What follows belongs to an exercise in optimizing a design on an open flow for small area; a production flow would make more cautious choices.
In this exercise RTL edits were held to simulation tests only and were not proved equivalent to the original.
The clock cells of runs 4 to 7 come from the design's own scripts or RTL, not from TritonCTS.
The clock port is modelled as an ideal driver, which makes a skipped or thinned clock tree look cheaper than it is; a real chip needs a root buffer or a tree.
Power and IR drop assume default switching activity.

File: flow/design.v
module update_flash (
	input	wire				sys_clk,
	input	wire				sys_rst_n,
	output	wire				flash_cs_n_o,
	output	reg				flash_sck_o,
	output	wire				flash_mosi_o,
	input	wire				flash_miso_i,
	input	wire				flash_erase_en_i,
	input	wire	[23:0]			flash_prog_size_i,
	output	wire				flash_erase_busy_o,
	input	wire				flash_wr_en_i,
	output	wire				flash_wr_ready_o,
	output	wire				flash_writing_o,
	input	wire	[7:0]			flash_wr_data_i,
	output	wire				flash_wr_req_o,
	input	wire				flash_wr_done_i
);
	parameter		BASEADDR	= 24'h0;
	reg	[1:0]			st;
	reg	[23:0]			prog_byte;
	reg	[15:0]			tad;		 
	reg				tz;		 
	reg	[2:0]			dph;
	reg				op;		 
	reg				erase_done;
	reg	[3:0]			c4;
	reg	[8:0]			bx;
	reg				sbusy;		 
	reg	[7:0]			sh;		 
	reg	[7:0]			wdat;
	wire		st_idle	= ( st == 2'b00 );
	wire		st_e	= st[1];
	wire		st_w	= ( st == 2'b01 );
	wire		d_idle	= ( dph == 3'd0 );
	wire		d_wait	= dph[0];
	wire		d_act	= !dph[0] && ( dph != 3'd0 );
	wire		c4_0	= ( c4 == 4'd0 );
	wire		c4_1	= ( c4 == 4'd1 );
	wire		c4_2	= ( c4 == 4'd2 );
	wire		ph4	= ( dph == 3'd4 );
	wire		ph6	= ( dph == 3'd6 );
	wire	[15:0]	tsrc	= { tad[15:8], tad[7:0] | { 8{ st_e } } };
	reg	[15:0]	tinc;
	reg	[23:0]	pdec;
	reg		cmp;
	reg		cy;
	integer		i;
	always @* begin
		cy = 1'b1;
		for ( i = 0; i < 16; i = i + 1 ) begin
			tinc[i] = tsrc[i] ^ cy;
			cy = cy && tsrc[i];
		end
		cmp = 1'b1;
		for ( i = 0; i < 16; i = i + 1 )
			cmp = cmp && !prog_byte[i];
		for ( i = 16; i < 24; i = i + 1 )
			cmp = ( tinc[i-8] && !prog_byte[i] ) || ( ( tinc[i-8] || !prog_byte[i] ) && cmp );
		cy = 1'b1;
		for ( i = 0; i < 24; i = i + 1 ) begin
			pdec[i] = prog_byte[i] ^ cy;
			cy = cy && !prog_byte[i];
		end
	end
	wire		pz	= ( prog_byte == 24'd0 );
	wire		ge	= tz ? pz : cmp;
	wire		erase_64k = ( st == 2'b10 ) && !ge;
	wire		to_write = st_e && ge && erase_done;
	wire		wr_en	= flash_wr_en_i && st_w;
	wire		req	= d_idle && ( erase_64k || wr_en );
	wire		more	= ph4 ? ( op ? bx[8] : !( bx[8] && !bx[7] ) ) : ( ph6 && sbusy );
	wire		w_end	= d_wait && ( c4 == ( dph == 3'd7 ? 4'd5 : 4'd7 ) );
	wire		w_start	= w_end && ( dph != 3'd7 );
	wire		a_start	= d_act && c4_0 && more;
	wire		a_end	= d_act && c4_0 && !more;
	wire		start	= w_start || a_start;
	wire		adv	= req || w_end || a_end;
	wire		data_byte = ph4 && !op && !bx[8];
	wire	[23:0]	faddr	= BASEADDR + { tad, 8'h00 };
	reg	[7:0]			ld;
	always @* begin
		if ( dph == 3'd2 )
			ld = 8'h06;
		else if ( ph6 )
			ld = 8'h05;
		else if ( bx[8] && bx[7] ) case ( bx[1:0] )
			2'd1:	 ld = op ? 8'hD8 : 8'h02;
			2'd2:	 ld = faddr[23:16];
			default: ld = faddr[15:8];
		endcase
		else if ( bx == 9'd0 )
			ld = faddr[7:0];
		else
			ld = wdat;
	end
	wire		load	= d_act && c4_1 && ( !ph6 || bx[1:0] == 2'd1 );
	assign	flash_mosi_o	= sh[7];
	assign	flash_cs_n_o	= !( d_act || ( d_wait && c4_1 ) );
	assign	flash_wr_req_o	= data_byte && c4_1;
	assign	flash_erase_busy_o	= st_e;
	assign	flash_writing_o		= st_w;
	assign	flash_wr_ready_o	= st_w && d_idle;
always @ ( posedge sys_clk or negedge sys_rst_n ) begin
	if ( !sys_rst_n ) begin
		st <= 2'b00;
		tz <= 1'b1;
		dph <= 3'd0;
		op <= 1'b0;
		erase_done <= 1'b0;
		c4 <= 4'd6;
		bx <= 9'd508;
		sbusy <= 1'b1;
		sh <= 8'hFF;
		flash_sck_o <= 1'b1;
	end else begin
		case ( st )
		2'b00:	 st <= flash_erase_en_i ? 2'b11 : 2'b00;
		2'b01:	 st <= ( pz || flash_wr_done_i ) ? 2'b00 : 2'b01;
		default: st <= to_write ? 2'b01 : 2'b10;
		endcase
		if ( req )
			tz <= 1'b0;
		else if ( st_idle || to_write )
			tz <= 1'b1;
		if ( adv )
			dph <= dph + 3'd1;
		if ( d_idle )
			op <= erase_64k;
		erase_done <= d_idle && op;
		if ( start )
			c4 <= 4'd1;
		else if ( d_idle )
			c4 <= 4'd6;
		else
			c4 <= c4 + 4'd1;
		if ( d_wait || d_idle )
			bx <= { 8'b11111110, start };
		else if ( start && !( ph6 && bx[1:0] == 2'd3 ) )
			bx <= bx + 9'd1;
		if ( !ph6 )
			sbusy <= 1'b1;
		else if ( c4_1 && bx[1:0] == 2'd3 )
			sbusy <= flash_miso_i;
		if ( load )
			sh <= ld;
		else if ( c4[0] )
			sh <= { sh[6:0], 1'b1 };
		flash_sck_o <= d_act && !c4[0];
	end
end
always @ ( posedge sys_clk ) begin
	if ( data_byte && c4_2 )
		wdat <= flash_wr_data_i;
	if ( st_idle )
		prog_byte <= flash_prog_size_i;
	else if ( st_w && flash_wr_req_o )
		prog_byte <= pdec;
	if ( req )
		tad <= tz ? 16'h0000 : tinc;
end
endmodule
File: flow/run.sh
#!/bin/bash
# synth_recipe.tcl (not shown) runs the flow's synth.tcl, then flattens the netlist and writes it again
# the make line also repeats each setting of config.mk as NAME=value (left out here)
make -C /OpenROAD-flow-scripts/flow DESIGN_CONFIG=/design/flow/config.mk WORK_HOME=/design/flow/orfs CLKGATE_MAP_FILE= SYNTH_SCRIPT=/design/flow/synth_recipe.tcl finish
File: flow/config.mk
export PLATFORM = sky130hd
export DESIGN_NAME = update_flash
export DESIGN_NICKNAME = update_flash
export VERILOG_FILES = /design/flow/design.v
export SDC_FILE = /design/flow/constraint.sdc
export NUM_CORES = 4
export LEC_CHECK = 0
export CAP_MARGIN = 20
export CORE_MARGIN = 2
export CORE_UTILIZATION = 40
export SLEW_MARGIN = 20
File: flow/constraint.sdc
create_clock -name core_clock -period 10.0 [get_ports {sys_clk}]
set_input_delay 2.0000 -clock core_clock [delete_from_list [all_inputs] [get_ports {sys_clk}]]
set_output_delay 2.0000 -clock core_clock [all_outputs]
set_load 0.01 [all_outputs]
==> impl_metrics.env, run 1 <==
export IMPL_status="no timing/DRC/antenna violations"
export IMPL_crit_slowest_cell="dfrtp_1"
export IMPL_die_area_sq_um=12100
export IMPL_clk_path_buf_depth=2
export IMPL_timing_reg2reg_worst_path_depth=22
export IMPL_r2r_end="dph[1]$_DFFE_PN0P_"
export IMPL_drtIter0Drc=202
export IMPL_tns_ps=0
export IMPL_die_h_um=110
export IMPL_synth_seq_cells=79
export IMPL_yosysSeqAreaShare_pct=49.9
export IMPL_initial_core_util_pct=41.3
export IMPL_cts_tree="done"
export IMPL_clock_latency_ps=360
export IMPL_hold_buffers=0
export IMPL_layout_drive_gt1_share_pct=11.1
export IMPL_peakVddDrop_v=0.0000550
export IMPL_cp_max_fo=16
export IMPL_ant_nets=0
export IMPL_critPathLaunch="st[1]$_DFF_PN0_"
export IMPL_dp_cells=600
export IMPL_power_density_nw_per_um2=135
export IMPL_hold_violations=0
export IMPL_synth_xor_area_share_pct=2.34
export IMPL_setup_viol=0
export IMPL_netlist_area_leader_share_pct=32.1
export IMPL_grtUsageTotal_pct=17.2
export IMPL_cp_cell_sequence="or2_2, ha_1, ha_1, ha_1, ha_1, ha_1, ha_1, ha_1, ha_1, ha_1, ha_1, ha_1, ha_1, ha_1, ha_1, xnor2_1, o21bai_1, nor3_1, o21ai_0, o211ai_1, nor3_2, mux2_2"
export IMPL_async_flop_share_pct=39.2
export IMPL_grt_ovfl_total=0
export IMPL_cp_endpoint="dph[1]$_DFFE_PN0P_"
export IMPL_coreArea_sq_um=10900
export IMPL_area_growth_pct=17.0
export IMPL_synth_edff_count=48
export IMPL_syn_area_sq_um=4490
export IMPL_rows=38
export IMPL_crit_top_cell="ha_1"
export IMPL_path_clk_slew_ps=80
export IMPL_cts_setup_buffers=0
export IMPL_synth_ff_type="edfxtp_1"
export IMPL_end_kind="flop"
export IMPL_syn_area_per_cell_sq_um=10.4
export IMPL_hold_class="reg2reg"
export IMPL_cts_sinks=79
export IMPL_synth_compound_area_share_pct=11.3
export IMPL_drv_cap=0
export IMPL_dp_final_hpwl_mm=6.93
export IMPL_synthSimpleGateAreaFrac_pct=15.6
export IMPL_crit_buf_inv=0
export IMPL_drt_pre_antenna_iters=4
export IMPL_cp_arrival_ps=5290
export IMPL_max_freq_mhz=198
export IMPL_drc=0
export IMPL_crit_required_ps=10240
export IMPL_synthMuxAreaShare_pct=2.28
export IMPL_synth_area_top_cells="edfxtp_1 32%, ha_1 13%, dfstp_2 12%, dfrtp_1 6.1%, a21oi_1 4.3%"
export IMPL_r2r_slack_ps=4940
export IMPL_cpPeakStageDelay_ps=550
export IMPL_cp_depth=22
export IMPL_slew_limit_headroom_pct=47.2
export IMPL_synthTopCellsByCount="48 x edfxtp_1, 48 x ha_1, 46 x nor2_1"
export IMPL_cts_root_buf="clkbuf_8"
export IMPL_fillers=1013
export IMPL_portBuffers=44
export IMPL_finalNetCount=557
export IMPL_vias_per_cell=5.24
export IMPL_syn_num_nets=516
export IMPL_p_leak_nw=2.14
export IMPL_synth_top_family_by_area="simple AND/OR/NAND/NOR gates"
export IMPL_synth_yosys_warnings=1
export IMPL_worstSetupPathType="reg2reg"
export IMPL_finalWirelength_mm=9.54
export IMPL_clock_skew_ps=14.0
export IMPL_cp_top_family="adder cells"
export IMPL_pin_count=45
export IMPL_h_tree_depth=3
export IMPL_ctsResizeCount=0
export IMPL_grt_max_degree=47
export IMPL_period_minus_slack_ps=5060
export IMPL_via_count=3225
export IMPL_ys_types=54
export IMPL_antenna_cells=0
export IMPL_instances_no_fill=616
export IMPL_rsz0062_at_grt="no"
export IMPL_cp_start_kind="flop"
export IMPL_grt_pass1_wl_mm=15.8
export IMPL_grt_pass1_vias=3252
export IMPL_gp_congestion=0.819
export IMPL_yosysTopAreaCell="edfxtp_1"
export IMPL_synthCells=430
export IMPL_r2r_start="st[1]$_DFF_PN0_"
export IMPL_die_w_um=110
export IMPL_wl_per_cell_um=15.5
export IMPL_cts_buffers=9
export IMPL_antenna_found_initial=0
export IMPL_tightest_slew_ps=793
export IMPL_synth_fa_ha_area_share_pct=13.6
export IMPL_min_period_over_period_pct=50.6
export IMPL_drv_slew=0
-- how the worst min path moves through the flow --
| stage | startpoint | endpoint | slack (ps) | cells past startpoint |
|---|---|---|---|---|
| floorplan | dph[2]$_DFFE_PN0P_ | sbusy$_DFFE_PN1P_ | 500 | 1 |
| global placement | sh[5]$_DFFE_PN1P_ | sh[5]$_DFFE_PN1P_ | 560 | 2 |
| detailed placement | dph[2]$_DFFE_PN0P_ | sbusy$_DFFE_PN1P_ | 570 | 1 |
| CTS | prog_byte[0]$_DFFE_PP_ | prog_byte[0]$_DFFE_PP_ | 580 | 1 |
| global route | bx[3]$_DFFE_PN1P_ | bx[3]$_DFFE_PN1P_ | 610 | 2 |
| finish | prog_byte[0]$_DFFE_PP_ | prog_byte[0]$_DFFE_PP_ | 570 | 1 |
-- power breakdown --
part	switching, mW	internal [mW]
Combinational	0.0440	0.0366
Clock	0.121	0.119
Sequential	0.0148	0.374
-- placed cells by master (no fill, tap or decap), drive strengths merged, types with 3 or more instances in the layout --
cell type / netlist / final
clkbuf: 10 / 14
a22oi: 4 / 4
inv: 39 / 39
a21oi: 39 / 39
a221oi: 3 / 3
and3: 5 / 5
nand2b: 5 / 5
dfrtp: 11 / 11
dfstp: 20 / 20
nor2b: 12 / 12
clkdlybuf4s50: 0 / 44
o21ai: 12 / 12
xor2: 3 / 3
mux2i: 8 / 8
nor2: 47 / 47
nand3: 11 / 11
ha: 48 / 48
a31oi: 3 / 3
edfxtp: 48 / 48
nor3: 10 / 10
o22ai: 10 / 10
nor4: 5 / 5
xnor2: 9 / 9
nand2: 23 / 23
or2: 9 / 9
buf: 7 / 3
-- per-layer routing --
| layer | vias to the layer above | share of wire [%] | track usage [%] |
|---|---|---|---|
| met5 | - | 0 | 0 |
| met3 | 8 | 5.0 | 4.17 |
| met2 | 65 | 46 | 26.2 |
| met1 | 1549 | 49 | 24.1 |
| li1 | 1603 | - | - |
| met4 | 0 | 0.90 | 5.52 |
-- stage by stage --
step                      setup WS (ps)  area [sq um]  hold slack (ps)  util, %  power, mW
after global routing               4540          5260              612     48.3      0.742
after CTS                          4880          5260              578     48.3      0.716
after detailed placement           4900          5060              565     46.5      0.478
after floorplan                    4260          4490              502        -      0.440
final                              4940          5260              570     48.3      0.709
after global placement             4960          5060              558     46.5      0.474
-- registers in the layout (all words and copies together), names as in the netlist --
register and cells:
tad 16, flash_sck_o 1, sbusy 1, st 2, op 1, prog_byte 24
bx 9, wdat 8, sh 8, dph 3, erase_done 1, c4 4
tz 1
-- cell families (layout without fill, tap and decap cells) --
logic type                 after synthesis  in the layout
and+or+nand+nor                        139            139
AOI/OAI and AO/OA                       85             85
DFF                                     79             79
buffers and inverters                   56            102
adders and majority gates               49             49
xor gates and xnor gates                12             12
muxes                                   10             10
-- cell type report --
class	instances	area [sq um]	area share (%)
Inverter	39	146	2.79
Clock buffer	14	184	3.50
Multi-Input combinational cell	295	2030	38.7
Sequential cell	79	2240	42.7
Clock inverter	2	12.5	0.238
Timing Repair Buffer	47	463	8.81
Tap cell	140	175	3.33
==> run 2: changes to the inputs <==
--- a/flow/config.mk
+++ b/flow/config.mk
@@ -9,3 +9,6 @@
 export CORE_MARGIN = 2
-export CORE_UTILIZATION = 40
+export CORE_UTILIZATION = 70
+export CTS_BUF_LIST = sky130_fd_sc_hd__clkbuf_4 sky130_fd_sc_hd__clkbuf_8
+export CTS_CLUSTER_DIAMETER = 100
+export CTS_CLUSTER_SIZE = 40
 export SLEW_MARGIN = 20
==> run 2 against run 1 <==
  * Wire length decreased by 7.3%
  * Cell count decreased by 10%
  * Synthesized cell count unchanged
  * Worst setup slack improved by 3.2 ps
  * Flip-flop and latch count unchanged
  * Still clean
  * First-iteration DRC count increased by 67%
  * Area after synthesis unchanged
  * Hold slack improved by 4.4 ps
  * Clock-buffer cell count decreased by 5
  * Sequential power about the same
  * Die area decreased by 42%
  * Non-clock buffer count unchanged
==> impl_metrics.env, run 2 <==
export IMPL_cp_arrival_ps=5090
export IMPL_tns_ps=0
export IMPL_cts_buffers=9
export IMPL_drtIter0Drc=337
export IMPL_p_leak_nw=2.14
export IMPL_top_register="prog_byte"
export IMPL_yosysSeqAreaShare_pct=49.9
export IMPL_via_count=3258
export IMPL_cts_sinks=79
export IMPL_crit_top_cell="ha_1"
export IMPL_pin_count=45
export IMPL_switching_share_pct=23.9
export IMPL_grt_ovfl_total=0
export IMPL_ant_nets=0
export IMPL_synth_seq_cells=79
export IMPL_combPwrFrac_pct=11.1
export IMPL_finalNetCount=557
export IMPL_power_density_nw_per_um2=139
export IMPL_cts_root_buf="clkbuf_8"
export IMPL_crit_slowest_cell="edfxtp_1"
export IMPL_die_h_um=84.1
export IMPL_final_core_util_pct=82.7
export IMPL_layout_drive_gt1_share_pct=11.1
export IMPL_die_w_um=84.1
export IMPL_synth_area_top_cells="edfxtp_1 32%, ha_1 13%, dfstp_2 12%, dfrtp_1 6.1%, a21oi_1 4.3%"
export IMPL_layout_common_cells="48 x ha_1, 48 x edfxtp_1, 46 x nor2_1"
export IMPL_rows=29
export IMPL_period_minus_slack_ps=5050
export IMPL_seqPwrFrac_pct=53.7
export IMPL_crit_buf_inv=2
export IMPL_syn_area_sq_um=4490
export IMPL_cp_top_family="adder cells"
export IMPL_initial_core_util_pct=71.6
export IMPL_synth_edff_count=48
export IMPL_end_kind="flop"
export IMPL_netlist_area_leader_share_pct=32.1
export IMPL_hold_violations=0
export IMPL_setup_viol=0
export IMPL_dp_final_hpwl_mm=6.52
export IMPL_synth_ff_type="edfxtp_1"
export IMPL_min_period_over_period_pct=50.5
export IMPL_cts_setup_buffers=0
export IMPL_async_flop_share_pct=39.2
export IMPL_tightest_slew_ps=760
export IMPL_synthCells=430
export IMPL_area_growth_pct=15.5
export IMPL_path_clk_slew_ps=80
export IMPL_portBuffers=44
export IMPL_grt_pass1_vias=3283
export IMPL_drc=0
export IMPL_cts_tree="done"
export IMPL_synthTopCellsByCount="48 x edfxtp_1, 48 x ha_1, 46 x nor2_1"
export IMPL_yosysTopAreaCell="edfxtp_1"
export IMPL_grt_max_degree=47
export IMPL_hold_buffers=0
export IMPL_antenna_cells=0
export IMPL_cp_start_kind="flop"
export IMPL_syn_area_per_cell_sq_um=10.4
export IMPL_syn_num_nets=516
export IMPL_largest_reg_flops=24
export IMPL_p_clk_share_pct=35.2
export IMPL_ctsResizeCount=0
export IMPL_finalWirelength_mm=8.84
export IMPL_vias_per_cell=5.89
export IMPL_dpl_instance_area_sq_um=4980
export IMPL_drv_slew=0
export IMPL_final_cell_area_sq_um=5190
export IMPL_cp_cell_sequence="inv_1, ha_1, ha_1, ha_1, ha_1, ha_1, ha_1, ha_1, ha_1, ha_1, ha_1, ha_1, ha_1, ha_1, ha_1, ha_1, maj3_1, a211oi_1, o21bai_1, a21o_1, and2_1, o21ai_1, buf_4"
export IMPL_coreArea_sq_um=6280
export IMPL_grt_pass1_wl_mm=15.2
export IMPL_crit_required_ps=10040
export IMPL_clock_skew_ps=10.1
export IMPL_cpPeakStageDelay_ps=350
export IMPL_cp_max_fo=16
export IMPL_hold_class="reg2reg"
export IMPL_status="no timing/DRC/antenna violations"
export IMPL_p_int_uw=549
export IMPL_total_power_uw=721
export IMPL_h_tree_depth=3
export IMPL_grtUsageTotal_pct=27.2
export IMPL_clk_path_buf_depth=2
export IMPL_drt_pre_antenna_iters=4
export IMPL_wl_per_cell_um=16.0
export IMPL_worstSetupPathType="reg2reg"
export IMPL_antenna_found_initial=0
export IMPL_clock_latency_ps=350
export IMPL_ys_types=54
export IMPL_slew_limit_headroom_pct=49.3
export IMPL_max_freq_mhz=198
export IMPL_die_area_sq_um=7080
export IMPL_peakVddDrop_v=0.000115
export IMPL_rsz0062_at_grt="no"
export IMPL_p_sw_uw=172
export IMPL_drv_cap=0
export IMPL_gp_congestion=0.790
export IMPL_top_regs="prog_byte: 24 flops, tad: 16 flops, bx: 9 flops"
export IMPL_synth_yosys_warnings=1
-- run 2: cell counts after synthesis --
Identical to the previous run, type by type.
-- run 2: worst reg2reg max path: cells and delay by family, from the launching register on --
| family | cells | cell delay (ps) |
|---|---|---|
| adder cells (fa/ha/maj) | 16 | 3210 |
| AO/OA/AOI/OAI | 4 | 740 |
| flip-flops | 1 | 350 |
| buffers and inverters | 2 | 310 |
| AND/OR/NAND/NOR | 1 | 150 |
-- run 2: power groups by stage --
| stage | Sequential (mW) | Combinational (mW) | Clock [mW] |
|---|---|---|---|
| 2_1_floorplan | 0.390 | 0.0507 | 0 |
| 5_1_grt | 0.391 | 0.0926 | 0.269 |
| 3_5_place_dp | 0.394 | 0.0807 | 0 |
| 4_1_cts | 0.387 | 0.0813 | 0.256 |
| 6_report | 0.388 | 0.0802 | 0.254 |
| 3_3_place_gp | 0.393 | 0.0775 | 0 |
-- run 2: stage by stage --
stage | instances | hold WS (ps) | setup WS, ps
after floorplan | 430 | 502 | 4260
after global placement | 537 | 553 | 5030
after detailed placement | 537 | 565 | 4960
after CTS | 553 | 577 | 4910
after global routing | 553 | 601 | 4600
final | 553 | 575 | 4950
-- run 2: kinds of logic (layout without fill, tap and decap cells) --
logic type                 after synthesis  after routing  synth area share [%]
and+or+nand+nor                        139            139                  15.6
AOI/OAI and AO/OA                       85             85                  11.3
DFF                                     79             79                  49.9
buffers and inverters                   56            102                  4.96
adders and majority gates               49             49                  13.6
xor gates and xnor gates                12             12                  2.34
muxes                                   10             10                  2.28
-- run 2: cell type report --
type | count | area, sq um
well taps | 77 | 96.3
clock buffers | 9 | 124
fillers | 362 | 1090
multi-input cells | 295 | 2030
repair buffers | 47 | 463
flip-flops and latches | 79 | 2240
clock inverters | 7 | 87.6
inverters | 39 | 146
-- run 2: final timing paths --
check / from / to / slack (ps) / cells past startpoint
worst max-delay path: prog_byte[0]$_DFFE_PP_ / tad[11]$_SDFFCE_PP0P_ / 4950 / 23
max in group asynchronous: sys_rst_n / c4[1]$_DFF_PN1_ / 7620 / 2
worst max register to register: prog_byte[0]$_DFFE_PP_ / tad[11]$_SDFFCE_PP0P_ / 4950 / 23
worst min-delay path: prog_byte[0]$_DFFE_PP_ / prog_byte[0]$_DFFE_PP_ / 570 / 1
min in group asynchronous: sys_rst_n / bx[1]$_DFFE_PN0P_ / 2050 / 2
worst min register to register: prog_byte[0]$_DFFE_PP_ / prog_byte[0]$_DFFE_PP_ / 570 / 1
-- run 2: layer usage --
metal	routed length (um)	GRT usage, %	share of wire, %
met1	3850	34.8	43
met2	4570	46.5	52
met3	354	7.12	4.0
met4	68	6.45	0.77
met5	0	0	0
==> run 3: changes to the inputs <==
==> flow/flow/run.sh (new file) <==
#!/bin/bash
# Own layout flow: the standard ORFS flow (standard.sh, unchanged synthesis),
# with the port buffers made from the smallest buffer cell and a clock tree
# built from a few clkbuf_8 without dummy loads.
set -euo pipefail
export BUFFER_PORTS_ARGS="-buffer_cell sky130_fd_sc_hd__buf_1"
export CTS_ARGS="-sink_clustering_enable -repair_clock_nets -dont_use_dummy_load -buf_list sky130_fd_sc_hd__clkbuf_8 -sink_clustering_size 40 -sink_clustering_max_diameter 200"
bash standard.sh finish > standard_flow.log 2>&1
==> flow/standard.sh (new file) <==
#!/bin/bash
# synth_recipe.tcl (not shown) runs the flow's synth.tcl, then flattens the netlist and writes it again
# the make line also repeats each setting of config.mk as NAME=value (left out here)
make -C /OpenROAD-flow-scripts/flow DESIGN_CONFIG=/design/flow/config.mk WORK_HOME=/design/flow/orfs CLKGATE_MAP_FILE= SYNTH_SCRIPT=/design/flow/synth_recipe.tcl "${@:-finish}"
--- a/flow/config.mk
+++ b/flow/config.mk
@@ -9,6 +9,3 @@
 export CORE_MARGIN = 2
-export CORE_UTILIZATION = 70
-export CTS_BUF_LIST = sky130_fd_sc_hd__clkbuf_4 sky130_fd_sc_hd__clkbuf_8
-export CTS_CLUSTER_DIAMETER = 100
-export CTS_CLUSTER_SIZE = 40
+export CORE_UTILIZATION = 75
 export SLEW_MARGIN = 20
removed: flow/run.sh
==> run 3 against run 2 <==
  * Maximum frequency decreased by 2.3%
  * Critical path depth decreased by 1
  * Core utilization decreased by 0.21 points
  * Area after synthesis unchanged
  * Wire length decreased by 1.3%
  * Critical endpoint is now dph[2]$_DFFE_PN0P_
  * Largest cell class unchanged
  * Largest power group unchanged
==> impl_metrics.env, run 3 <==
export IMPL_status="no timing/DRC/antenna violations"
export IMPL_grt_pass1_wl_mm=14.3
export IMPL_synth_ff_type="edfxtp_1"
export IMPL_cpPeakStageDelay_ps=540
export IMPL_clk_path_buf_depth=2
export IMPL_syn_area_sq_um=4490
export IMPL_min_period_over_period_pct=51.7
export IMPL_syn_num_nets=516
export IMPL_synth_area_top_cells="edfxtp_1 32%, ha_1 13%, dfstp_2 12%, dfrtp_1 6.1%, a21oi_1 4.3%"
export IMPL_max_freq_mhz=193
export IMPL_cts_buffers=9
export IMPL_instances_no_fill=544
export IMPL_cts_sinks=79
export IMPL_hold_buffers=0
export IMPL_async_flop_share_pct=39.2
export IMPL_ctsResizeCount=0
export IMPL_drt_pre_antenna_iters=5
export IMPL_final_cell_area_sq_um=4830
export IMPL_whs_ps=584
export IMPL_cp_start_kind="flop"
export IMPL_clock_skew_ps=24.9
export IMPL_top_regs="prog_byte: 24 flops, tad: 16 flops, bx: 9 flops"
export IMPL_coreArea_sq_um=5850
export IMPL_gp_congestion=0.817
export IMPL_finalWirelength_mm=8.73
export IMPL_finalNetCount=557
export IMPL_dp_cells=535
export IMPL_grt_pass1_vias=3126
export IMPL_synth_seq_cells=79
export IMPL_h_tree_depth=3
export IMPL_pin_count=45
export IMPL_yosysTopAreaCell="edfxtp_1"
export IMPL_path_clk_slew_ps=90
export IMPL_area_growth_pct=7.41
export IMPL_setup_viol=0
export IMPL_ant_nets=0
export IMPL_end_kind="flop"
export IMPL_power_density_nw_per_um2=133
export IMPL_yosysSeqAreaShare_pct=49.9
export IMPL_grt_ovfl_total=0
export IMPL_synth_edff_count=48
export IMPL_synthTopCellsByCount="48 x edfxtp_1, 48 x ha_1, 46 x nor2_1"
export IMPL_grt_max_degree=47
export IMPL_drv_cap=0
export IMPL_drc=0
export IMPL_antenna_cells=0
export IMPL_slew_limit_headroom_pct=47.8
export IMPL_largest_reg_flops=24
export IMPL_worstSetupPathType="reg2reg"
export IMPL_peakVddDrop_v=0.0000949
export IMPL_layout_drive_gt1_share_pct=10.2
export IMPL_grtUsageTotal_pct=28.9
export IMPL_p_leak_nw=1.99
export IMPL_hold_violations=0
export IMPL_drv_slew=0
export IMPL_vias_per_cell=5.91
export IMPL_tns_ps=0
export IMPL_via_count=3214
export IMPL_drtIter0Drc=235
export IMPL_cts_root_buf="clkbuf_8"
export IMPL_crit_slowest_cell="dfrtp_1"
export IMPL_synthCells=430
export IMPL_rsz0062_at_grt="no"
export IMPL_die_area_sq_um=6630
export IMPL_dpl_instance_area_sq_um=4700
export IMPL_crit_top_cell="ha_1"
export IMPL_ys_types=54
export IMPL_cp_max_fo=16
export IMPL_layout_common_cells="48 x ha_1, 48 x edfxtp_1, 46 x nor2_1"
export IMPL_top_register="prog_byte"
export IMPL_tightest_slew_ps=780
export IMPL_synth_yosys_warnings=1
export IMPL_cts_tree="done"
export IMPL_clock_latency_ps=370
export IMPL_cp_arrival_ps=5410
export IMPL_hold_class="reg2reg"
export IMPL_cp_cell_sequence="or2_2, ha_1, ha_1, ha_1, ha_1, ha_1, ha_1, ha_1, ha_1, ha_1, ha_1, ha_1, ha_1, ha_1, ha_1, xnor2_1, o21bai_1, nor3_1, o21ai_0, o211ai_1, nor3_2, mux2_2"
export IMPL_portBuffers=44
export IMPL_r2r_slack_ps=4830
export IMPL_dp_final_hpwl_mm=6.57
export IMPL_rows=28
export IMPL_antenna_found_initial=0
export IMPL_die_w_um=81.4
export IMPL_syn_area_per_cell_sq_um=10.4
export IMPL_netlist_area_leader_share_pct=32.1
export IMPL_final_core_util_pct=82.5
export IMPL_period_minus_slack_ps=5170
export IMPL_die_h_um=81.4
export IMPL_crit_required_ps=10240
export IMPL_cts_setup_buffers=0
export IMPL_initial_core_util_pct=76.8
export IMPL_wl_per_cell_um=16.0
==> run 3: cell counts after synthesis <==
Identical to the previous run, type by type.
==> run 3: worst paths after layout <==
| path | end | cells past startpoint | start |
|---|---|---|---|
| setup / recovery | dph[2]$_DFFE_PN0P_ | 22 | st[1]$_DFF_PN0_ |
| max in group asynchronous | tz$_DFFE_PN1P_ | 2 | sys_rst_n |
| setup reg to reg | dph[2]$_DFFE_PN0P_ | 22 | st[1]$_DFF_PN0_ |
| min in group asynchronous | st[1]$_DFF_PN0_ | 2 | sys_rst_n |
| hold / removal | sh[4]$_DFFE_PN1P_ | 2 | wdat[4]$_DFFE_PP_ |
| hold reg to reg | sh[4]$_DFFE_PN1P_ | 2 | wdat[4]$_DFFE_PP_ |
==> run 3: per-layer routing <==
metal	track usage, %	vias up	part of all wire, %
li1	-	1595	-
met1	34.9	1504	41
met2	49.2	95	51
met3	8.33	20	5.4
met4	10.7	0	2.4
met5	0	-	0
==> run 3: report_power, final <==
group	switching [mW]	internal [mW]	leakage (nW)
Sequential	0.0146	0.374	0.746
Combinational	0.0438	0.0259	1.18
Clock	0.102	0.0804	0.0647
==> run 3: critical path: cells and delay by family, from the launching register on <==
kind	cells	cell delay [ps]
DFF	1	540
xor gates and xnor gates	1	160
AOI/OAI and AO/OA	3	480
muxes	1	370
and+or+nand+nor	3	760
adders and majority gates	14	2710
==> run 3: metrics by stage <==
step / power, mW / setup slack (ps)
finish: 0.641 / 4830
CTS: 0.641 / 4830
floorplan: 0.440 / 4260
global route: 0.670 / 4580
global placement: 0.460 / 5060
detailed placement: 0.464 / 4880
==> run 3: layout make-up <==
class / instances / area [sq um]
Fill cell: 358 / 1020
Tap cell: 75 / 93.8
Sequential cell: 79 / 2240
Multi-Input combinational cell: 295 / 2030
Clock buffer: 9 / 124
Inverter: 39 / 146
Timing Repair Buffer: 47 / 188
==> run 3: cell families (layout without fill, tap and decap cells) <==
family / count (synthesis) / count (layout) / synth area share, %
flops: 79 / 79 / 49.9
mux: 10 / 10 / 2.28
simple gates: 139 / 139 / 15.6
fa+ha+maj: 49 / 49 / 13.6
buf+inv: 56 / 95 / 4.96
compound gates: 85 / 85 / 11.3
xor+xnor: 12 / 12 / 2.34
==> run 4: changes to the inputs <==
==> flow/flow/run.sh (replaced) <==
#!/bin/bash
# Own layout flow: the standard ORFS flow (standard.sh, with its synthesis
# unchanged), with two changes to how the layout is made:
#  - the port buffers are the smallest buffer cell (buf_1) instead of the
#    cell buffer_ports picks by default;
#  - the clock tree is one clkbuf per die region (flow/pre_cts.tcl) instead
#    of TritonCTS's H-tree of clkbuf_8/16 with dummy loads.
set -euo pipefail
here=$(pwd)
export BUFFER_PORTS_ARGS="-buffer_cell sky130_fd_sc_hd__buf_1"
export PRE_CTS_TCL="$here/flow/pre_cts.tcl"
export MY_CTS_CELL=sky130_fd_sc_hd__clkbuf_16
export MY_CTS_NX=2
export MY_CTS_NY=2
bash standard.sh finish > "$here/standard_flow.log" 2>&1
==> flow/flow/pre_cts.tcl (new file) <==
# Sourced by ORFS's cts.tcl (PRE_CTS_TCL) before clock_tree_synthesis runs.
# The design has under a hundred flip-flops, so the clock tree is made here
# by hand instead of TritonCTS's H-tree: the clock port drives one leaf
# buffer per region of the die (MY_CTS_NX x MY_CTS_NY regions), and each
# leaf buffer drives the clock pins of the flip-flops in its region.
proc my_cts { cell nx ny } {
  set block [ord::get_db_block]
  set die [$block getDieArea]
  set x0 [$die xMin]; set y0 [$die yMin]
  set w [expr {[$die xMax] - $x0}]; set h [expr {[$die yMax] - $y0}]
  set groups [dict create]
  foreach pin [get_pins -of_objects [get_nets sys_clk]] {
    if { [get_property $pin direction] != "input" } { continue }
    set inst [sta::sta_to_db_inst [get_cells -of_objects $pin]]
    set bb [$inst getBBox]
    set cx [expr {([$bb xMin] + [$bb xMax]) / 2}]
    set cy [expr {([$bb yMin] + [$bb yMax]) / 2}]
    set gx [expr {min($nx - 1, int(($cx - $x0) * $nx / $w))}]
    set gy [expr {min($ny - 1, int(($cy - $y0) * $ny / $h))}]
    dict lappend groups "$gx,$gy" [list $pin $cx $cy]
  }
  set k 0
  dict for {key members} $groups {
    set sx 0; set sy 0; set pins {}
    foreach m $members {
      lappend pins [lindex $m 0]
      set sx [expr {$sx + [lindex $m 1]}]
      set sy [expr {$sy + [lindex $m 2]}]
    }
    set n [llength $pins]
    insert_buffer -buffer_cell $cell -net sys_clk -load_pins $pins \
      -location [list [expr {$sx / $n / 1000.0}] [expr {$sy / $n / 1000.0}]] \
      -buffer_name clkbuf_leaf_$k -net_name clknet_leaf_$k
    puts "my_cts: clkbuf_leaf_$k ($cell) for $n clock pins"
    incr k
  }
  puts "my_cts: the clock port net has [llength [[$block findNet sys_clk] getITerms]] cell pins"
}

rename clock_tree_synthesis orfs_clock_tree_synthesis
proc clock_tree_synthesis { args } {
  my_cts $::env(MY_CTS_CELL) $::env(MY_CTS_NX) $::env(MY_CTS_NY)
  set_propagated_clock [all_clocks]
}
==> run 4 against run 3 <==
  * Clock power down 16%
  * Clock skew down 7.8 ps
  * Sequential power about the same
  * Critical path type unchanged
  * Core utilization shrank 0.41 points
  * Via count increased by 1.3%
==> impl_metrics.env, run 4 <==
export IMPL_p_leak_nw=1.97
export IMPL_ys_types=54
export IMPL_clock_latency_ps=150
export IMPL_p_sw_uw=138
export IMPL_max_freq_mhz=194
export IMPL_pin_count=45
export IMPL_drv_slew=0
export IMPL_status="no timing/DRC/antenna violations"
export IMPL_synth_yosys_warnings=1
export IMPL_crit_required_ps=10040
export IMPL_grt_ovfl_total=0
export IMPL_setup_viol=0
export IMPL_p_clk_share_pct=25.0
export IMPL_yosysTopAreaCell="edfxtp_1"
export IMPL_grt_pass1_vias=3109
export IMPL_grtUsageTotal_pct=28.1
export IMPL_drt_pre_antenna_iters=5
export IMPL_async_flop_share_pct=39.2
export IMPL_dp_cells=535
export IMPL_gp_congestion=0.817
export IMPL_drtIter0Drc=279
export IMPL_ctsResizeCount=0
export IMPL_hold_class="reg2reg"
export IMPL_syn_area_per_cell_sq_um=10.4
export IMPL_portBuffers=44
export IMPL_grt_pass1_wl_mm=14.6
export IMPL_netlist_area_leader_share_pct=32.1
export IMPL_cp_endpoint="dph[2]$_DFFE_PN0P_"
export IMPL_tightest_slew_ps=774
export IMPL_finalWirelength_mm=8.98
export IMPL_syn_num_nets=516
export IMPL_cts_setup_buffers=0
export IMPL_die_area_sq_um=6630
export IMPL_area_growth_pct=6.88
export IMPL_top_regs="prog_byte: 24 flops, tad: 16 flops, bx: 9 flops"
export IMPL_clock_skew_ps=17.2
export IMPL_path_clk_slew_ps=80
export IMPL_cpPeakStageDelay_ps=530
export IMPL_dpl_instance_area_sq_um=4700
export IMPL_grt_max_degree=47
export IMPL_tns_ps=0
export IMPL_cp_max_fo=16
export IMPL_p_int_uw=473
export IMPL_hold_buffers=0
export IMPL_worstSetupPathType="reg2reg"
export IMPL_hold_violations=0
export IMPL_cp_arrival_ps=5180
export IMPL_finalNetCount=552
export IMPL_via_count=3256
export IMPL_synth_seq_cells=79
export IMPL_cp_start_kind="flop"
export IMPL_critPathLaunch="st[1]$_DFF_PN0_"
export IMPL_rsz0062_at_grt="no"
export IMPL_wl_per_cell_um=16.7
export IMPL_yosysSeqAreaShare_pct=49.9
export IMPL_cp_cell_sequence="or2_2, ha_1, ha_1, ha_1, ha_1, ha_1, ha_1, ha_1, ha_1, ha_1, ha_1, ha_1, ha_1, ha_1, ha_1, xnor2_1, o21bai_1, nor3_1, o21ai_0, o211ai_1, nor3_2, mux2_2"
export IMPL_largest_reg_flops=24
export IMPL_die_w_um=81.4
export IMPL_combPwrFrac_pct=11.5
export IMPL_drv_cap=0
export IMPL_crit_top_cell="ha_1"
export IMPL_dp_final_hpwl_mm=6.57
export IMPL_period_minus_slack_ps=5140
export IMPL_timing_reg2reg_worst_path_depth=22
export IMPL_instances_no_fill=539
export IMPL_final_cell_area_sq_um=4800
export IMPL_fillers=371
export IMPL_synth_ff_type="edfxtp_1"
export IMPL_power_density_nw_per_um2=127
export IMPL_drc=0
export IMPL_layout_common_cells="48 x ha_1, 48 x edfxtp_1, 46 x nor2_1"
export IMPL_antenna_found_initial=0
export IMPL_slew_limit_headroom_pct=48.2
export IMPL_synth_area_top_cells="edfxtp_1 32%, ha_1 13%, dfstp_2 12%, dfrtp_1 6.1%, a21oi_1 4.3%"
export IMPL_peakVddDrop_v=0.000125
export IMPL_rows=28
export IMPL_switching_share_pct=22.7
export IMPL_synth_edff_count=48
export IMPL_initial_core_util_pct=76.8
export IMPL_die_h_um=81.4
export IMPL_end_kind="flop"
export IMPL_r2r_start="st[1]$_DFF_PN0_"
export IMPL_coreArea_sq_um=5850
export IMPL_top_register="prog_byte"
export IMPL_seqPwrFrac_pct=63.5
export IMPL_antenna_cells=0
export IMPL_layout_drive_gt1_share_pct=9.27
export IMPL_r2r_slack_ps=4860
export IMPL_syn_area_sq_um=4490
export IMPL_holdPathStages=1
export IMPL_vias_per_cell=6.04
export IMPL_ant_nets=0
export IMPL_synthTopCellsByCount="48 x edfxtp_1, 48 x ha_1, 46 x nor2_1"
export IMPL_synthCells=430
export IMPL_min_period_over_period_pct=51.4
export IMPL_r2r_end="dph[2]$_DFFE_PN0P_"
export IMPL_crit_slowest_cell="dfrtp_1"
==> run 4: worst min-delay path by stage <==
stage                             startpoint                  to
final                     dph[1]$_DFFE_PN0P_  dph[1]$_DFFE_PN0P_
after global routing       sbusy$_DFFE_PN1P_   sbusy$_DFFE_PN1P_
after CTS                 dph[1]$_DFFE_PN0P_  dph[1]$_DFFE_PN0P_
after detailed placement   wdat[7]$_DFFE_PP_   sh[7]$_DFFE_PN1P_
after global placement    dph[1]$_DFFE_PN0P_  dph[1]$_DFFE_PN0P_
after floorplan           dph[2]$_DFFE_PN0P_   sbusy$_DFFE_PN1P_
==> run 4: power groups by stage <==
stage	Clock, mW	Sequential, mW	Combinational (mW)
after global routing	0.166	0.391	0.0826
after global placement	0	0.393	0.0664
after floorplan	0	0.390	0.0507
after detailed placement	0	0.395	0.0699
final	0.153	0.388	0.0700
after CTS	0.154	0.388	0.0709
==> run 4: final cells by class, clock buffers not listed <==
type	instances	area (sq um)	area share, %
timing repair buffer	47	188	3.91
tap	75	93.8	1.95
multi-input combinational	295	2030	42.3
sequential	79	2240	46.7
inverter	39	146	3.05
==> run 4: layer usage <==
metal  global-route usage (%)  vias up  part of all wire, %
met4                     5.76        0                  2.4
li1                         -     1581                    -
met1                     36.4     1538                   40
met5                        0        -                    0
met2                     51.1      112                   52
met3                     2.89       25                  5.6
==> run 4: per-stage QoR <==
step                      util, %  setup slack (ps)  total power [mW]  hold slack, ps
after floorplan                 -              4260             0.440             502
after global placement       80.4              5060             0.460             553
after detailed placement     80.4              4880             0.464             567
after CTS                    82.1              4850             0.612             593
after global routing         82.1              4610             0.639             613
final                        82.1              4860             0.611             588
==> run 4: critical path: cells and delay by family (launching register included) <==
family | cells | cell delay [ps]
AOI/OAI and AO/OA | 3 | 470
and+or+nand+nor | 3 | 760
xor gates and xnor gates | 1 | 160
DFF | 1 | 530
muxes | 1 | 370
adders and majority gates | 14 | 2730
==> run 4: kinds of logic after synthesis <==
| group | synth area share (%) |
|---|---|
| simple gates | 15.6 |
| compound gates | 11.3 |
| flops | 49.9 |
| buf+inv | 4.96 |
| fa+ha+maj | 13.6 |
| xor+xnor | 2.34 |
| mux | 2.28 |
==> run 5: changes to the inputs <==
==> flow/flow/run.sh (replaced) <==
#!/bin/bash
# Own layout flow: the standard ORFS flow (standard.sh, with its synthesis
# unchanged), with three changes to how the layout is made:
#  - after the floorplan, the combinational logic is re-mapped for area by
#    OpenROAD's restructure (flow/post_floorplan.tcl); registers are kept;
#  - the port buffers are the smallest buffer cell (buf_1) instead of the
#    cell buffer_ports picks by default;
#  - the clock tree is one clkbuf_16 per quarter of the die, driven by the
#    clock port (flow/pre_cts.tcl), instead of TritonCTS's H-tree.
set -euo pipefail
here=$(pwd)
export MY_FLOW_WORK="$here"
export POST_FLOORPLAN_TCL="$here/flow/post_floorplan.tcl"
export BUFFER_PORTS_ARGS="-buffer_cell sky130_fd_sc_hd__buf_1"
export PRE_CTS_TCL="$here/flow/pre_cts.tcl"
export MY_CTS_CELL=sky130_fd_sc_hd__clkbuf_16
export MY_CTS_NX=2
export MY_CTS_NY=2
bash standard.sh finish > "$here/standard_flow.log" 2>&1
==> flow/flow/filt_lib.py (new file) <==
import re, sys
# Copy a liberty file without the cells whose names match the pattern given.
src, dst, pat = sys.argv[1], sys.argv[2], re.compile(sys.argv[3])
out = []
skip = 0
depth = 0
with open(src) as f:
    for line in f:
        if skip:
            depth += line.count('{') - line.count('}')
            if depth <= 0:
                skip = 0
            continue
        m = re.match(r'\s*cell\s*\(\s*"?([A-Za-z0-9_]+)"?\s*\)', line)
        if m and pat.search(m.group(1)):
            skip = 1
            depth = line.count('{') - line.count('}')
            if depth <= 0 and '{' in line:
                skip = 0
            continue
        out.append(line)
open(dst, 'w').writelines(out)
==> flow/flow/post_floorplan.tcl (new file) <==
# Sourced by ORFS's floorplan.tcl (POST_FLOORPLAN_TCL) after the synthesized
# netlist is loaded and abc's buffers are removed. Re-maps the combinational
# logic for area with OpenROAD's restructure (ABC); flip-flops are untouched.
# restructure reads the cells from a copy of the platform's liberty file
# without the cells the platform marks don't-use (lpflow_*, probe*).
set my_dir $::env(MY_FLOW_WORK)/rmp
file mkdir $my_dir
set my_lib $my_dir/restructure.lib
exec python3 $::env(MY_FLOW_WORK)/flow/filt_lib.py [lindex $::env(LIB_FILES) 0] $my_lib {lpflow|probe}
puts "restructure: design area before"
report_design_area
restructure -target area -liberty_file $my_lib \
  -tielo_port [join $::env(TIELO_CELL_AND_PORT) /] \
  -tiehi_port [join $::env(TIEHI_CELL_AND_PORT) /] \
  -work_dir $my_dir -abc_logfile $my_dir/abc.log
puts "restructure: design area after"
report_design_area
--- a/flow/config.mk
+++ b/flow/config.mk
@@ -9,3 +9,4 @@
 export CORE_MARGIN = 2
-export CORE_UTILIZATION = 75
+export CORE_UTILIZATION = 88
+export PLACE_DENSITY = 0.9
 export SLEW_MARGIN = 20
==> run 5 against run 4 <==
  * Still clean
  * Maximum frequency is 10% lower
  * Highest routed layer unchanged
  * Wire length is 7.4% lower
  * Critical path type unchanged
  * Die area is 14% lower
  * Critical path depth is 3 higher
  * Core utilization is 4.1 points higher
  * Global-route usage is 0.83 points higher
  * Sequential power is 56% higher
==> impl_metrics.env, run 5 <==
export IMPL_status="no timing/DRC/antenna violations"
export IMPL_dpl_instance_area_sq_um=4210
export IMPL_rows=26
export IMPL_worstSetupPathType="reg2reg"
export IMPL_final_cell_area_sq_um=4320
export IMPL_synth_area_top_cells="edfxtp_1 32%, ha_1 13%, dfstp_2 12%, dfrtp_1 6.1%, a21oi_1 4.3%"
export IMPL_synth_fa_ha_area_share_pct=13.6
export IMPL_synthTopCellsByCount="48 x edfxtp_1, 48 x ha_1, 46 x nor2_1"
export IMPL_cp_start_kind="flop"
export IMPL_via_count=3292
export IMPL_pin_count=45
export IMPL_layout_drive_gt1_share_pct=6.25
export IMPL_synthCells=430
export IMPL_antenna_cells=0
export IMPL_timing_reg2reg_worst_path_depth=25
export IMPL_synth_yosys_warnings=1
export IMPL_crit_top_cell="nand2_1"
export IMPL_cts_setup_buffers=0
export IMPL_die_area_sq_um=5690
export IMPL_wl_per_cell_um=16.1
export IMPL_finalWirelength_mm=8.32
export IMPL_rsz0062_at_grt="no"
export IMPL_ctsResizeCount=0
export IMPL_yosysSeqAreaShare_pct=49.9
export IMPL_hold_violations=0
export IMPL_clock_latency_ps=150
export IMPL_synth_ff_type="edfxtp_1"
export IMPL_top_regs="prog_byte: 24 flops, tad: 16 flops, bx: 9 flops"
export IMPL_layout_common_cells="68 x nor2_1, 52 x clkinv_1, 48 x edfxtp_1"
export IMPL_layout_commonest_cell="nor2_1"
export IMPL_portBuffers=44
export IMPL_cpPeakStageDelay_ps=440
export IMPL_synthMuxAreaShare_pct=2.28
export IMPL_whs_ps=492
export IMPL_drt_pre_antenna_iters=7
export IMPL_total_power_mw=1.23
export IMPL_min_period_over_period_pct=57.4
export IMPL_clock_skew_ps=8.53
export IMPL_grtUsageTotal_pct=28.9
export IMPL_fillers=279
export IMPL_end_kind="flop"
export IMPL_holdPathEnd="sh[2]$_DFFE_PN1P_"
export IMPL_synth_edff_count=48
export IMPL_ys_types=54
export IMPL_drv_cap=0
export IMPL_hold_buffers=0
export IMPL_final_seq_area_sq_um=2240
export IMPL_dp_final_hpwl_mm=6.01
export IMPL_holdPathStages=2
export IMPL_final_core_util_pct=86.1
export IMPL_syn_area_sq_um=4490
export IMPL_grt_pass1_vias=3001
export IMPL_syn_num_nets=516
export IMPL_syn_area_per_cell_sq_um=10.4
export IMPL_synthSimpleGateAreaFrac_pct=15.6
export IMPL_async_flop_share_pct=39.2
export IMPL_critPathLaunch="prog_byte[0]$_DFFE_PP_"
export IMPL_crit_slowest_cell="edfxtp_1"
export IMPL_finalNetCount=488
export IMPL_synth_top_family_by_area="simple AND/OR/NAND/NOR gates"
export IMPL_gp_congestion=0.895
export IMPL_r2r_slack_ps=4260
export IMPL_ant_nets=0
export IMPL_grt_ovfl_total=0
export IMPL_antenna_found_initial=0
export IMPL_synth_seq_cells=79
export IMPL_drtIter0Drc=281
export IMPL_drc=0
export IMPL_synth_xor_area_share_pct=2.34
export IMPL_netlist_area_leader_share_pct=32.1
export IMPL_period_minus_slack_ps=5740
export IMPL_peakVddDrop_v=0.000169
export IMPL_hold_start="wdat[2]$_DFFE_PP_"
export IMPL_grt_pass1_wl_mm=13.0
export IMPL_vias_per_cell=6.36
export IMPL_power_density_nw_per_um2=284
export IMPL_tightest_slew_ps=1040
export IMPL_initial_core_util_pct=89.7
export IMPL_largest_reg_flops=24
export IMPL_path_clk_slew_ps=80
export IMPL_multi_input_area_sq_um=1500
export IMPL_yosysTopAreaCell="edfxtp_1"
export IMPL_max_freq_mhz=174
export IMPL_die_h_um=75.5
export IMPL_hold_class="reg2reg"
export IMPL_drv_slew=0
export IMPL_crit_required_ps=9730
export IMPL_synth_compound_area_share_pct=11.3
export IMPL_die_w_um=75.5
export IMPL_coreArea_sq_um=5010
export IMPL_area_growth_pct=-3.95
export IMPL_tns_ps=0
export IMPL_p_leak_nw=1.50
export IMPL_slew_limit_headroom_pct=30.8
export IMPL_grt_max_degree=36
export IMPL_r2r_end="tad[15]$_SDFFCE_PP0P_"
export IMPL_r2r_start="prog_byte[0]$_DFFE_PP_"
export IMPL_cp_arrival_ps=5470
export IMPL_cp_max_fo=17
export IMPL_setup_viol=0
export IMPL_top_register="prog_byte"
[run 5: cell counts after synthesis]
No cell type changed its count.
[run 5: worst max-delay path by stage]
| stage | endpoint | cells after the start |
|---|---|---|
| after floorplan | tad[0]$_SDFFCE_PP0P_ | 22 |
| after global placement | tad[11]$_SDFFCE_PP0P_ | 25 |
| after detailed placement | tad[11]$_SDFFCE_PP0P_ | 25 |
| after CTS | tad[11]$_SDFFCE_PP0P_ | 25 |
| after global routing | tz$_DFFE_PN1P_ | 26 |
| final | tad[15]$_SDFFCE_PP0P_ | 25 |
[run 5: logic make-up after synthesis]
| logic type | count (synthesis) |
|---|---|
| muxes | 10 |
| AOI/OAI and AO/OA | 85 |
| DFF | 79 |
| xor gates and xnor gates | 12 |
| adders and majority gates | 49 |
| and+or+nand+nor | 139 |
| buffers and inverters | 56 |
[run 5: layout make-up, clock buffers not listed]
type / count / share of cell area, %
well taps: 70 / 2.03
multi-input cells: 266 / 34.8
flip-flops and latches: 79 / 52.0
repair buffers: 47 / 4.35
inverters: 52 / 4.52
[run 5: routing by layer]
layer / track usage, % / part of all wire (%) / vias to the layer above
met3: 2.51 / 5.7 / 25
met1: 36.5 / 40 / 1548
met4: 5.46 / 1.9 / 0
met2: 54.8 / 52 / 142
li1: - / - / 1577
met5: 0 / 0 / -
[run 5: report_power, final]
group          internal (mW)  switching (mW)
sequential             0.507          0.0978
combinational          0.182           0.288
clock                 0.0727          0.0792
[run 5: per-stage QoR]
step / cells / worst slack, ps
2_1_floorplan: 430 / 4260
3_3_place_gp: 514 / 4930
3_5_place_dp: 514 / 4450
4_1_cts: 518 / 4390
5_1_grt: 518 / 3700
6_report: 518 / 4260
[run 5: worst max-delay path: cells and delay by family (launching register included)]
kind	cells	cell delay, ps
AO/OA/AOI/OAI	1	180
buffers and inverters	2	260
flip-flops	1	440
AND/OR/NAND/NOR	22	4470
==> run 6: changes to the inputs <==
--- a/flow/config.mk
+++ b/flow/config.mk
@@ -9,4 +9,3 @@
 export CORE_MARGIN = 2
-export CORE_UTILIZATION = 88
-export PLACE_DENSITY = 0.9
+export CORE_UTILIZATION = 75
 export SLEW_MARGIN = 20
==> run 6 against run 5 <==
  * Still clean on timing, DRC and antenna
  * Die area up 16%
  * Clock power about the same
  * Flip-flop and latch count unchanged
  * Maximum frequency up 5.3%
  * Critical path type unchanged
==> impl_metrics.env, run 6 <==
export IMPL_netlist_area_leader_share_pct=32.1
export IMPL_crit_required_ps=9740
export IMPL_wl_per_cell_um=15.4
export IMPL_finalWirelength_mm=8.03
export IMPL_peakVddDrop_v=0.000191
export IMPL_power_density_nw_per_um2=281
export IMPL_ctsResizeCount=0
export IMPL_cp_top_family="simple AND/OR/NAND/NOR gates"
export IMPL_switching_share_pct=37.4
export IMPL_synth_ff_type="edfxtp_1"
export IMPL_drt_pre_antenna_iters=6
export IMPL_cp_arrival_ps=5190
export IMPL_ant_nets=0
export IMPL_cp_start_kind="flop"
export IMPL_fin_ws_ps=4550
export IMPL_synthCells=430
export IMPL_dpl_instance_area_sq_um=4220
export IMPL_crit_top_cell="nand2_1"
export IMPL_p_int_uw=762
export IMPL_via_count=3221
export IMPL_area_growth_pct=-3.82
export IMPL_fillers=422
export IMPL_synth_edff_count=48
export IMPL_tns_ps=0
export IMPL_seqPwrFrac_pct=49.6
export IMPL_setup_viol=0
export IMPL_finalNetCount=488
export IMPL_p_leak_nw=1.50
export IMPL_gp_congestion=0.882
export IMPL_clock_skew_ps=14.5
export IMPL_die_area_sq_um=6630
export IMPL_top_regs="prog_byte: 24 flops, tad: 16 flops, bx: 9 flops"
export IMPL_crit_buf_inv=2
export IMPL_antenna_cells=0
export IMPL_end_kind="flop"
export IMPL_syn_area_sq_um=4490
export IMPL_drtIter0Drc=292
export IMPL_p_sw_uw=455
export IMPL_dp_final_hpwl_mm=5.79
export IMPL_portBuffers=44
export IMPL_die_w_um=81.4
export IMPL_min_period_over_period_pct=54.5
export IMPL_dp_slack_ps=4600
export IMPL_layout_drive_gt1_share_pct=6.25
export IMPL_p_clk_share_pct=12.4
export IMPL_hold_violations=0
export IMPL_path_clk_slew_ps=90
export IMPL_synth_seq_cells=79
export IMPL_final_cell_area_sq_um=4320
export IMPL_vias_per_cell=6.16
export IMPL_top_register="prog_byte"
export IMPL_rsz0062_at_grt="no"
export IMPL_tightest_slew_ps=1050
export IMPL_grt_ovfl_total=0
export IMPL_yosysTopAreaCell="edfxtp_1"
export IMPL_die_h_um=81.4
export IMPL_synth_yosys_warnings=1
export IMPL_cpPeakStageDelay_ps=440
export IMPL_total_power_mw=1.22
export IMPL_synthTopCellsByCount="48 x edfxtp_1, 48 x ha_1, 46 x nor2_1"
export IMPL_largest_reg_flops=24
export IMPL_cts_setup_buffers=0
export IMPL_period_minus_slack_ps=5450
export IMPL_drc=0
export IMPL_syn_area_per_cell_sq_um=10.4
export IMPL_coreArea_sq_um=5850
export IMPL_ys_types=54
export IMPL_grt_pass1_wl_mm=13.4
export IMPL_worstSetupPathType="reg2reg"
export IMPL_combPwrFrac_pct=38.0
export IMPL_antenna_found_initial=0
export IMPL_clock_latency_ps=150
export IMPL_grtUsageTotal_pct=25.2
export IMPL_hold_buffers=0
export IMPL_slew_limit_headroom_pct=30.1
export IMPL_syn_num_nets=516
export IMPL_status="no timing/DRC/antenna violations"
export IMPL_cp_max_fo=17
export IMPL_dp_cells=519
export IMPL_rows=28
export IMPL_max_freq_mhz=184
export IMPL_grt_max_degree=36
export IMPL_pin_count=45
export IMPL_crit_slowest_cell="edfxtp_1"
export IMPL_layout_commonest_cell="nor2_1"
export IMPL_hold_class="reg2reg"
export IMPL_grt_pass1_vias=3032
export IMPL_layout_common_cells="68 x nor2_1, 52 x clkinv_1, 48 x edfxtp_1"
export IMPL_instances_no_fill=523
export IMPL_synth_area_top_cells="edfxtp_1 32%, ha_1 13%, dfstp_2 12%, dfrtp_1 6.1%, a21oi_1 4.3%"
export IMPL_drv_slew=0
export IMPL_async_flop_share_pct=39.2
export IMPL_drv_cap=0
export IMPL_yosysSeqAreaShare_pct=49.9
export IMPL_initial_core_util_pct=76.8
run 6: layer usage:
metal,GRT usage (%),wire length (um),vias up
met2,45.5,3980,111
met4,3.73,109,0
li1,-,-,1588
met5,0,0,-
met1,33.0,3470,1512
met3,3.44,475,10
run 6: cells by family after synthesis:
family / synth area share (%)
simple gates: 15.6
compound gates: 11.3
flops: 49.9
buf+inv: 4.96
fa+ha+maj: 13.6
xor+xnor: 2.34
mux: 2.28
run 6: per-stage QoR:
step,utilization (%),hold WS [ps]
after floorplan,-,502
after global placement,72.1,478
after detailed placement,72.2,474
after CTS,73.9,486
after global routing,73.9,514
final,73.9,499
run 6: path summary, 6_finish.rpt:
check / startpoint / to / slack, ps / depth (start not counted)
min in group asynchronous: sys_rst_n / erase_done$_DFF_PN0_ / 1850 / 2
max: prog_byte[0]$_DFFE_PP_ / tad[10]$_SDFFCE_PP0P_ / 4550 / 25
max in group asynchronous: sys_rst_n / c4[2]$_DFF_PN1_ / 7820 / 2
min: wdat[2]$_DFFE_PP_ / sh[2]$_DFFE_PN1P_ / 500 / 2
max reg2reg: prog_byte[0]$_DFFE_PP_ / tad[10]$_SDFFCE_PP0P_ / 4550 / 25
min reg2reg: wdat[2]$_DFFE_PP_ / sh[2]$_DFFE_PN1P_ / 500 / 2
run 6: area by class of cell, clock buffers not listed:
class / count / area (sq um) / area share, %
Sequential cell: 79 / 2240 / 51.9
Multi-Input combinational cell: 266 / 1500 / 34.8
Inverter: 52 / 195 / 4.52
Timing Repair Buffer: 47 / 188 / 4.34
Tap cell: 75 / 93.8 / 2.17
run 6: power by group through the flow:
stage	sequential [mW]	combinational (mW)	clock, mW
after floorplan	0.390	0.0507	0
after global placement	0.603	0.441	0
after detailed placement	0.608	0.456	0
after CTS	0.601	0.461	0.152
after global routing	0.618	0.521	0.164
final	0.603	0.462	0.151
run 6: worst min-delay path, cell delays in order, from the launching register on:
cell	delay, ps
edfxtp_1	380
nand2_1	70
a21oi_1	50
==> run 7: changes to the inputs <==
--- a/flow/design.v
+++ b/flow/design.v
@@ -28,3 +28,4 @@
 	reg				sbusy;		 
-	reg	[7:0]			sh;		 
+	reg				mosi;		 
+	reg	[6:0]			sh;
 	reg	[7:0]			wdat;
@@ -43,3 +44,3 @@
 	reg	[15:0]	tinc;
-	reg	[23:0]	pdec;
+	reg	[23:0]	pnext;
 	reg		cmp;
@@ -58,5 +59,5 @@
 			cmp = ( tinc[i-8] && !prog_byte[i] ) || ( ( tinc[i-8] || !prog_byte[i] ) && cmp );
-		cy = 1'b1;
+		cy = st_w && flash_wr_req_o;
 		for ( i = 0; i < 24; i = i + 1 ) begin
-			pdec[i] = prog_byte[i] ^ cy;
+			pnext[i] = prog_byte[i] ^ cy;
 			cy = cy && !prog_byte[i];
@@ -95,4 +96,5 @@
 	end
+	wire		shift	= c4[0] && ( d_act || ( d_wait && c4_1 ) );
 	wire		load	= d_act && c4_1 && ( !ph6 || bx[1:0] == 2'd1 );
-	assign	flash_mosi_o	= sh[7];
+	assign	flash_mosi_o	= mosi;
 	assign	flash_cs_n_o	= !( d_act || ( d_wait && c4_1 ) );
@@ -105,10 +107,5 @@
 		st <= 2'b00;
-		tz <= 1'b1;
 		dph <= 3'd0;
 		op <= 1'b0;
-		erase_done <= 1'b0;
-		c4 <= 4'd6;
-		bx <= 9'd508;
-		sbusy <= 1'b1;
-		sh <= 8'hFF;
+		mosi <= 1'b1;
 		flash_sck_o <= 1'b1;
@@ -120,6 +117,2 @@
 		endcase
-		if ( req )
-			tz <= 1'b0;
-		else if ( st_idle || to_write )
-			tz <= 1'b1;
 		if ( adv )
@@ -128,21 +121,6 @@
 			op <= erase_64k;
-		erase_done <= d_idle && op;
-		if ( start )
-			c4 <= 4'd1;
-		else if ( d_idle )
-			c4 <= 4'd6;
-		else
-			c4 <= c4 + 4'd1;
-		if ( d_wait || d_idle )
-			bx <= { 8'b11111110, start };
-		else if ( start && !( ph6 && bx[1:0] == 2'd3 ) )
-			bx <= bx + 9'd1;
-		if ( !ph6 )
-			sbusy <= 1'b1;
-		else if ( c4_1 && bx[1:0] == 2'd3 )
-			sbusy <= flash_miso_i;
 		if ( load )
-			sh <= ld;
-		else if ( c4[0] )
-			sh <= { sh[6:0], 1'b1 };
+			mosi <= ld[7];
+		else if ( shift )
+			mosi <= sh[6];
 		flash_sck_o <= d_act && !c4[0];
@@ -151,10 +129,26 @@
 always @ ( posedge sys_clk ) begin
+	if ( req )
+		tz <= 1'b0;
+	else if ( st_idle || to_write )
+		tz <= 1'b1;
+	erase_done <= d_idle && op;
+	sh <= ( {7{ load }} & ld[6:0] ) | ( {7{ !load && shift }} & { sh[5:0], 1'b1 } ) | ( {7{ !load && !shift }} & sh );
+	if ( start )
+		c4 <= 4'd1;
+	else if ( d_idle )
+		c4 <= 4'd6;
+	else
+		c4 <= c4 + 4'd1;
+	if ( d_wait || d_idle )
+		bx <= { 8'b11111110, start };
+	else if ( start && !( ph6 && bx[1:0] == 2'd3 ) )
+		bx <= bx + 9'd1;
+	if ( !ph6 )
+		sbusy <= 1'b1;
+	else if ( c4_1 && bx[1:0] == 2'd3 )
+		sbusy <= flash_miso_i;
 	if ( data_byte && c4_2 )
 		wdat <= flash_wr_data_i;
-	if ( st_idle )
-		prog_byte <= flash_prog_size_i;
-	else if ( st_w && flash_wr_req_o )
-		prog_byte <= pdec;
-	if ( req )
-		tad <= tz ? 16'h0000 : tinc;
+	prog_byte <= st_idle ? flash_prog_size_i : pnext;
+	tad <= ( tad & {16{ !req }} ) | ( tinc & {16{ req && !tz }} );
 end
==> run 7 against run 6 <==
  * Clock power barely moved
  * Combinational power rose by 18%
  * Critical path type unchanged
  * Die area fell by 4.0%
  * Still clean on timing, DRC and antenna
  * Global-route usage rose by 1.4 points
  * First-iteration DRC count fell by 36%
  * Area after synthesis fell by 4.2%
  * Flip-flop and latch count did not move
  * Hold slack got worse by 13 ps
==> impl_metrics.env, run 7 <==
export IMPL_status="no timing/DRC/antenna violations"
export IMPL_end_kind="flop"
export IMPL_fillers=467
export IMPL_crit_required_ps=10050
export IMPL_path_clk_slew_ps=80
export IMPL_die_w_um=79.8
export IMPL_final_cell_area_sq_um=3980
export IMPL_crit_slowest_cell="dfrtp_1"
export IMPL_fin_ws_ps=4940
export IMPL_cp_top_family="compound AO/OA/AOI/OAI gates"
export IMPL_p_leak_nw=1.40
export IMPL_dpl_instance_area_sq_um=3880
export IMPL_grt_busiest_layer="met2"
export IMPL_min_period_over_period_pct=50.6
export IMPL_whs_ps=486
export IMPL_dp_final_hpwl_mm=6.16
export IMPL_drv_slew=0
export IMPL_slew_limit_headroom_pct=52.5
export IMPL_hold_start="sh[0]$_DFF_P_"
export IMPL_grtUsageTotal_pct=26.6
export IMPL_drtIter0Drc=188
export IMPL_synth_area_top_cells="dfxtp_1 29%, ha_1 14%, edfxtp_1 6.3%, a21oi_1 4.8%, nor2_1 3.8%"
export IMPL_final_seq_area_sq_um=1710
export IMPL_layout_commonest_cell="clkinv_1"
export IMPL_ys_types=61
export IMPL_grt_pass1_vias=3243
export IMPL_r2r_start="st[1]$_DFF_PN0_"
export IMPL_cpPeakStageDelay_ps=580
export IMPL_critPathLaunch="st[1]$_DFF_PN0_"
export IMPL_async_flop_share_pct=10.1
export IMPL_instances_no_fill=565
export IMPL_rsz0062_at_grt="no"
export IMPL_netlist_area_leader_share_pct=28.8
export IMPL_cp_max_fo=14
export IMPL_hold_violations=0
export IMPL_syn_num_nets=541
export IMPL_ctsResizeCount=0
export IMPL_hold_buffers=0
export IMPL_antenna_cells=0
export IMPL_dp_cells=561
export IMPL_synth_yosys_warnings=1
export IMPL_max_freq_mhz=198
export IMPL_initial_core_util_pct=77.7
export IMPL_peakVddDrop_v=0.000176
export IMPL_syn_area_sq_um=4300
export IMPL_grtUsageMet3_pct=1.47
export IMPL_coreArea_sq_um=5540
export IMPL_synth_edff_count=9
export IMPL_tns_ps=0
export IMPL_synthCells=454
export IMPL_largest_reg_flops=24
export IMPL_synthTopCellsByCount="62 x dfxtp_1, 49 x ha_1, 43 x nor2_1"
export IMPL_clock_latency_ps=150
export IMPL_vias_per_cell=5.87
export IMPL_area_growth_pct=-7.50
export IMPL_grt_max_degree=28
export IMPL_drt_pre_antenna_iters=4
export IMPL_yosysSeqAreaShare_pct=39.8
export IMPL_ant_nets=0
export IMPL_cp_start_kind="flop"
export IMPL_worstSetupPathType="reg2reg"
export IMPL_tightest_slew_ps=709
export IMPL_period_minus_slack_ps=5060
export IMPL_cp_arrival_ps=5120
export IMPL_hold_class="reg2reg"
export IMPL_yosysTopAreaCell="dfxtp_1"
export IMPL_clock_skew_ps=10.7
export IMPL_multi_input_area_sq_um=1610
export IMPL_finalNetCount=533
export IMPL_syn_area_per_cell_sq_um=9.48
export IMPL_drc=0
export IMPL_cts_setup_buffers=0
export IMPL_portBuffers=44
export IMPL_top_regs="prog_byte: 24 flops, tad: 16 flops, bx: 9 flops"
export IMPL_synth_ff_type="dfxtp_1"
export IMPL_antenna_found_initial=0
export IMPL_dp_slack_ps=4930
export IMPL_grt_pass1_wl_mm=14.0
export IMPL_layout_drive_gt1_share_pct=1.83
export IMPL_setup_viol=0
export IMPL_die_h_um=79.8
export IMPL_drv_cap=0
export IMPL_finalWirelength_mm=8.16
export IMPL_grt_ovfl_total=0
export IMPL_power_density_nw_per_um2=310
export IMPL_crit_buf_inv=7
export IMPL_die_area_sq_um=6360
export IMPL_total_power_mw=1.23
export IMPL_pin_count=45
export IMPL_top_register="prog_byte"
export IMPL_grtUsageMet2_pct=49.7
export IMPL_via_count=3315
export IMPL_layout_common_cells="74 x clkinv_1, 65 x nor2_1, 62 x dfxtp_1"
export IMPL_rows=27
export IMPL_gr_usage_met1_pct=34.3
export IMPL_crit_top_cell="o21ai_0"
export IMPL_wl_per_cell_um=14.4
export IMPL_final_core_util_pct=71.9
export IMPL_gp_congestion=0.915
export IMPL_synth_most_common_cell="dfxtp_1"
export IMPL_synth_seq_cells=79
run 7: layout make-up, clock buffers not listed:
class                      instances  share of cell area (%)
tap                               72                    2.26
sequential                        79                    43.1
inverter                          74                    6.98
multi-input combinational        289                    40.5
timing repair buffer              47                    4.71
run 7: worst reg2reg max path: cells and delay by family (launching register included):
kind	cells	cell delay, ps
compound gates	13	2090
simple gates	9	1490
buf+inv	7	830
flops	1	580
run 7: final timing paths:
check	end	slack, ps	cells after the start
max	tad[0]$_DFF_P_	4940	29
min	sh[0]$_DFF_P_	490	1
max reg2reg	tad[0]$_DFF_P_	4940	29
min reg2reg	sh[0]$_DFF_P_	490	1
max in group asynchronous	mosi$_DFFE_PN1P_	7860	1
min in group asynchronous	op$_DFFE_PN0P_	1780	1
run 7: report_power, final:
| group | internal [mW] | switching, mW |
|---|---|---|
| Combinational | 0.215 | 0.328 |
| Clock | 0.0726 | 0.0776 |
| Sequential | 0.445 | 0.0948 |
run 7: routing by layer:
| metal | up-vias | wire (um) | share of wire, % |
|---|---|---|---|
| li1 | 1697 | - | - |
| met1 | 1531 | 3610 | 44 |
| met2 | 77 | 4090 | 50 |
| met4 | 0 | 117 | 1.4 |
| met5 | - | 0 | 0 |
| met3 | 10 | 341 | 4.2 |
run 7: cells by family (layout without fill, tap and decap cells):
group / after synthesis / count (layout) / share of synthesized area, %
adder cells (fa/ha/maj): 50 / 0 / 14.5
buffers and inverters: 52 / 125 / 5.26
multiplexers: 26 / 0 / 7.12
flip-flops: 79 / 79 / 39.8
XOR/XNOR: 10 / 0 / 2.03
AO/OA/AOI/OAI: 85 / 158 / 12.4
AND/OR/NAND/NOR: 152 / 131 / 18.8
